This is an optimization exercise on Yosys and OpenROAD, whose aim is small area, not a production implementation.
Function was checked by simulation only, so behaviour that the tests miss may differ from the original.
Power is estimated from default activity; no workload was simulated.

// SoC_Algorithm
module SoC_Algorithm (
    input clk,
    input rst_n,
    input [15:0] voltage,
    input signed [15:0] current,
    output [7:0] soc
);
Size in the first run: ~550 cells after synthesis, roughly 81 flip-flops, about 42 I/O pins.
==> module SoC_Algorithm, before the edit <==
module SoC_Algorithm (
    input clk,
    input rst_n,
    input [15:0] voltage,
    input signed [15:0] current,
    output [7:0] soc
);
function [32:0] radd;
    input [31:0] a;
    input [31:0] b;
    input ci;
    integer k;
    reg c;
    begin
        c = ci;
        for (k = 0; k < 32; k = k + 1) begin
            radd[k] = a[k] ^ b[k] ^ c;
            c = (a[k] & b[k]) | (c & (a[k] ^ b[k]));
        end
        radd[32] = c;
    end
endfunction
reg [5:0] clk_cnt;
reg [6:0] soc_vpend;      
reg [6:0] soc_voltage;
reg [29:0] q4;            
reg use_v_soc;
reg [6:0] soc_r;
reg ticked;               
reg [19:0] wk;            
reg [1:0] scy;            
wire ms_tick  = clk_cnt[5] & clk_cnt[4] & clk_cnt[0];                                             
wire dv_load  = clk_cnt[5] & ~clk_cnt[4] & clk_cnt[3] & ~clk_cnt[2] & ~clk_cnt[1] & clk_cnt[0];   
wire dv_en    = clk_cnt[5];                                                                       
wire pass     = ticked & ~clk_cnt[5] & ~(&clk_cnt[4:1]);                                          
always @(posedge clk or negedge rst_n) begin
    if (!rst_n) clk_cnt <= 6'd0;
    else if (ms_tick) clk_cnt <= 6'd0;
    else clk_cnt <= clk_cnt + 6'd1;
end
wire comp = (current > 16'sd5) || (current < -16'sd5);
wire rest = (current > -16'sd5) && (current < 16'sd5);
wire [15:0] cg = current & {16{comp}};
wire [32:0] xsum = radd({16'd0, voltage}, {16'd0, ~cg}, 1'b1);
wire [15:0] xs = xsum[15:0];
wire x_neg = ~cg[15] & ~xsum[16];    
wire x_ovf = cg[15] & xsum[16];      
wire [32:0] x3 = radd({16'd0, xs}, {15'd0, xs, 1'b0}, 1'b0);
wire [32:0] p = radd({16'd0, xs}, {x3[28:0], 3'd0}, 1'b0);
wire [6:0] q0 = p[20:14];
wire [32:0] lo = radd({25'd0, p[4:0], 2'b00}, {25'd0, q0}, 1'b1);
wire corr = lo[7] & (&p[13:5]);
wire [32:0] q0c = radd({25'd0, q0}, 32'd0, corr);
wire [6:0] f_x = x_neg ? 7'd0 : x_ovf ? 7'd100 : q0c[6:0];
wire [32:0] sv3 = radd({25'd0, soc_voltage}, {24'd0, soc_voltage, 1'b0}, 1'b0);
wire [32:0] sv35 = radd({20'd0, soc_voltage, 5'd0}, {23'd0, sv3[8:0]}, 1'b0);
wire [15:0] addend = rest ? {sv35[13:0], 2'b00} : current;
wire qb = q4[0] & ~use_v_soc;            
wire s1  = wk[15] ^ wk[18] ^ wk[19];
wire k1  = (wk[15] & wk[18]) | (wk[19] & (wk[15] ^ wk[18]));
wire sb  = qb ^ s1 ^ scy[0];
wire k2  = (qb & s1) | (scy[0] & (qb ^ s1));
wire c0n = k1 ^ k2 ^ scy[1];
wire c1n = (k1 & k2) | (scy[1] & (k1 ^ k2));
always @(posedge clk or negedge rst_n) begin
    if (!rst_n) begin
        q4 <= 30'd0;
        ticked <= 1'b0;
    end else begin
        if (pass) q4 <= {sb, q4[29:1]};
        if (ms_tick) ticked <= 1'b1;
    end
end
always @(posedge clk) begin
    if (ms_tick) scy <= 2'b00;
    else scy <= {c1n, c0n};
end
wire [32:0] dd = radd({21'd0, wk[19:9]}, {21'd0, 11'd1173}, 1'b0);    
wire dge = dv_en & dd[11];
integer j;
always @(posedge clk) begin
    if (ms_tick) begin
        wk[19:16] <= 4'd0;
        for (j = 0; j < 16; j = j + 1) wk[15-j] <= addend[j];
    end else if (dv_load) begin
        wk[19:3] <= q4[18:2];
    end else begin
        wk[19:10] <= dge ? dd[9:0] : wk[18:9];
        wk[9:1] <= wk[8:0];
        wk[0] <= dv_en ? dge : wk[0];
    end
end
wire q_big = ~q4[29] & ((|q4[28:19]) | (q4[18:0] >= 19'd350000));
wire [6:0] q_soc = q4[29] ? 7'd0 : q_big ? 7'd100 : wk[6:0];
always @(posedge clk or negedge rst_n) begin
    if (!rst_n) begin
        soc_vpend <= 7'd0;
        soc_voltage <= 7'd0;
        use_v_soc <= 1'b1;
        soc_r <= 7'd0;
    end else if (ms_tick) begin
        soc_vpend <= f_x;
        soc_voltage <= soc_vpend;
        use_v_soc <= rest;
        soc_r <= use_v_soc ? soc_voltage : q_soc;
    end
end
assign soc = {1'b0, soc_r};
endmodule
clock: 36.0 ns
lec_check: 0
cap_margin: 20
core_margin: 2
core_utilization: 40
cts_buf_list: sky130_fd_sc_hd__clkbuf_8
slew_margin: 20
standard.sh (not shown) runs the stock make flow with config.mk's settings and CLKGATE_MAP_FILE= SYNTH_SCRIPT=/design/flow/synth_recipe.tcl, a recipe that flattens the netlist after the stock synthesis.
==> flow/flow/run.sh <==
#!/bin/bash
set -euo pipefail
export BUFFER_PORTS_ARGS="-buffer_cell sky130_fd_sc_hd__buf_1"
export CTS_ARGS="-sink_clustering_enable -repair_clock_nets -dont_use_dummy_load -buf_list sky130_fd_sc_hd__clkbuf_8"
bash standard.sh > flow_standard.log 2>&1
Next try:
--- a/flow/design.v
+++ b/flow/design.v
@@ -18,13 +18,12 @@
             c = (a[k] & b[k]) | (c & (a[k] ^ b[k]));
         end
         radd[32] = c;
     end
 endfunction
 reg [5:0] clk_cnt;
-reg [6:0] soc_vpend;      
 reg [6:0] soc_voltage;
 reg [29:0] q4;            
 reg use_v_soc;
 reg [6:0] soc_r;
 reg ticked;               
 reg [19:0] wk;            
@@ -42,19 +41,54 @@
 wire rest = (current > -16'sd5) && (current < 16'sd5);
 wire [15:0] cg = current & {16{comp}};
 wire [32:0] xsum = radd({16'd0, voltage}, {16'd0, ~cg}, 1'b1);
 wire [15:0] xs = xsum[15:0];
 wire x_neg = ~cg[15] & ~xsum[16];    
 wire x_ovf = cg[15] & xsum[16];      
-wire [32:0] x3 = radd({16'd0, xs}, {15'd0, xs, 1'b0}, 1'b0);
-wire [32:0] p = radd({16'd0, xs}, {x3[28:0], 3'd0}, 1'b0);
-wire [6:0] q0 = p[20:14];
-wire [32:0] lo = radd({25'd0, p[4:0], 2'b00}, {25'd0, q0}, 1'b1);
-wire corr = lo[7] & (&p[13:5]);
-wire [32:0] q0c = radd({25'd0, q0}, 32'd0, corr);
-wire [6:0] f_x = x_neg ? 7'd0 : x_ovf ? 7'd100 : q0c[6:0];
+reg [19:0] xw;
+reg [1:0] pca;           
+reg pcb;                 
+reg fneg, fovf;          
+wire lt16 = ~clk_cnt[5] & ~clk_cnt[4];
+wire lt19 = lt16 | (~clk_cnt[5] & ~clk_cnt[3] & ~clk_cnt[2] & ~(clk_cnt[1] & clk_cnt[0]));    
+wire lt20 = lt16 | (~clk_cnt[5] & ~clk_cnt[3] & ~clk_cnt[2]);                                
+wire lt24 = ~clk_cnt[5] & ~(clk_cnt[4] & clk_cnt[3]);
+wire kb   = lt16 & clk_cnt[3] & ~clk_cnt[2];                                                 
+wire ta = xw[15] & lt16;
+wire tb = xw[18] & lt19;
+wire tc = xw[19] & lt20;
+wire sa1 = ta ^ tb ^ tc;
+wire ka1 = (ta & tb) | (tc & (ta ^ tb));
+wire pb  = sa1 ^ pca[0] ^ pca[1];
+wire ka2 = (sa1 & pca[0]) | (pca[1] & (sa1 ^ pca[0]));
+wire zb2 = lt16 ? kb : xw[15];
+wire zb  = pb ^ zb2 ^ pcb;
+wire kz  = (pb & zb2) | (pcb & (pb ^ zb2));
+integer m;
+always @(posedge clk) begin
+    if (ms_tick) begin
+        xw[19:16] <= 4'd0;
+        for (m = 0; m < 16; m = m + 1) xw[15-m] <= xs[m];
+        pca <= 2'b00;
+        pcb <= 1'b0;
+    end else begin
+        xw <= {xw[18:0], lt24 ? pb : zb};
+        pca <= {ka1, ka2};
+        pcb <= kz;
+    end
+end
+always @(posedge clk or negedge rst_n) begin
+    if (!rst_n) begin
+        fneg <= 1'b1;
+        fovf <= 1'b0;
+    end else if (ms_tick) begin
+        fneg <= x_neg;
+        fovf <= x_ovf;
+    end
+end
+wire [6:0] f_x = fneg ? 7'd0 : fovf ? 7'd100 : {xw[12], xw[13], xw[14], xw[15], xw[16], xw[17], xw[18]};
 wire [32:0] sv3 = radd({25'd0, soc_voltage}, {24'd0, soc_voltage, 1'b0}, 1'b0);
 wire [32:0] sv35 = radd({20'd0, soc_voltage, 5'd0}, {23'd0, sv3[8:0]}, 1'b0);
 wire [15:0] addend = rest ? {sv35[13:0], 2'b00} : current;
 wire qb = q4[0] & ~use_v_soc;            
 wire s1  = wk[15] ^ wk[18] ^ wk[19];
 wire k1  = (wk[15] & wk[18]) | (wk[19] & (wk[15] ^ wk[18]));
@@ -91,19 +125,17 @@
     end
 end
 wire q_big = ~q4[29] & ((|q4[28:19]) | (q4[18:0] >= 19'd350000));
 wire [6:0] q_soc = q4[29] ? 7'd0 : q_big ? 7'd100 : wk[6:0];
 always @(posedge clk or negedge rst_n) begin
     if (!rst_n) begin
-        soc_vpend <= 7'd0;
         soc_voltage <= 7'd0;
         use_v_soc <= 1'b1;
         soc_r <= 7'd0;
     end else if (ms_tick) begin
-        soc_vpend <= f_x;
-        soc_voltage <= soc_vpend;
+        soc_voltage <= f_x;
         use_v_soc <= rest;
         soc_r <= use_v_soc ? soc_voltage : q_soc;
     end
 end
 assign soc = {1'b0, soc_r};
 endmodule
Count of clock-buffer cells in the layout does not change.
Flip-flop and latch count increases by 18.
Design area is lower by 6.7%.
Fmax went up by 27%.
Core utilization increases by 0.63 points.
Worst setup slack improved by 4.0 ns.
Power is lower by 31%.
Die area decreases by 6.5%.
Critical path depth drops by 22.

==> what the ideal ports hide <==
Ports are ideal in the flow. The routed layouts listed here were re-timed in OpenROAD. Step 1 (the two cells are an assumption about what drives the block):
set clk [get_ports {clk}]
set_driving_cell -lib_cell sky130_fd_sc_hd__clkbuf_16 $clk
set_driving_cell -lib_cell sky130_fd_sc_hd__buf_2 [delete_from_list [all_inputs] $clk]
Step 2, shift: input delay + t, output delay - t, t = (earliest + latest rising clock arrival at the registers) / 2. This alone moves slack from input paths to output paths. a / b / c = ideal / step 1 / step 2; a / b = the first two.
run | t (ns) | setup WS [ns] | latest minus earliest clock arrival (ns)
the first run | 0.385 | 17.154 / 17.161 / 16.776 | 0.027 / 0.028
the second run | 0.400 | 21.179 / 21.173 / 20.773 | 0.037 / 0.036
After both steps every run listed still meets setup and hold. The setup slack of the second run, which loses most, moves by -0.006 ns with the drivers and by -0.406 ns with both steps.
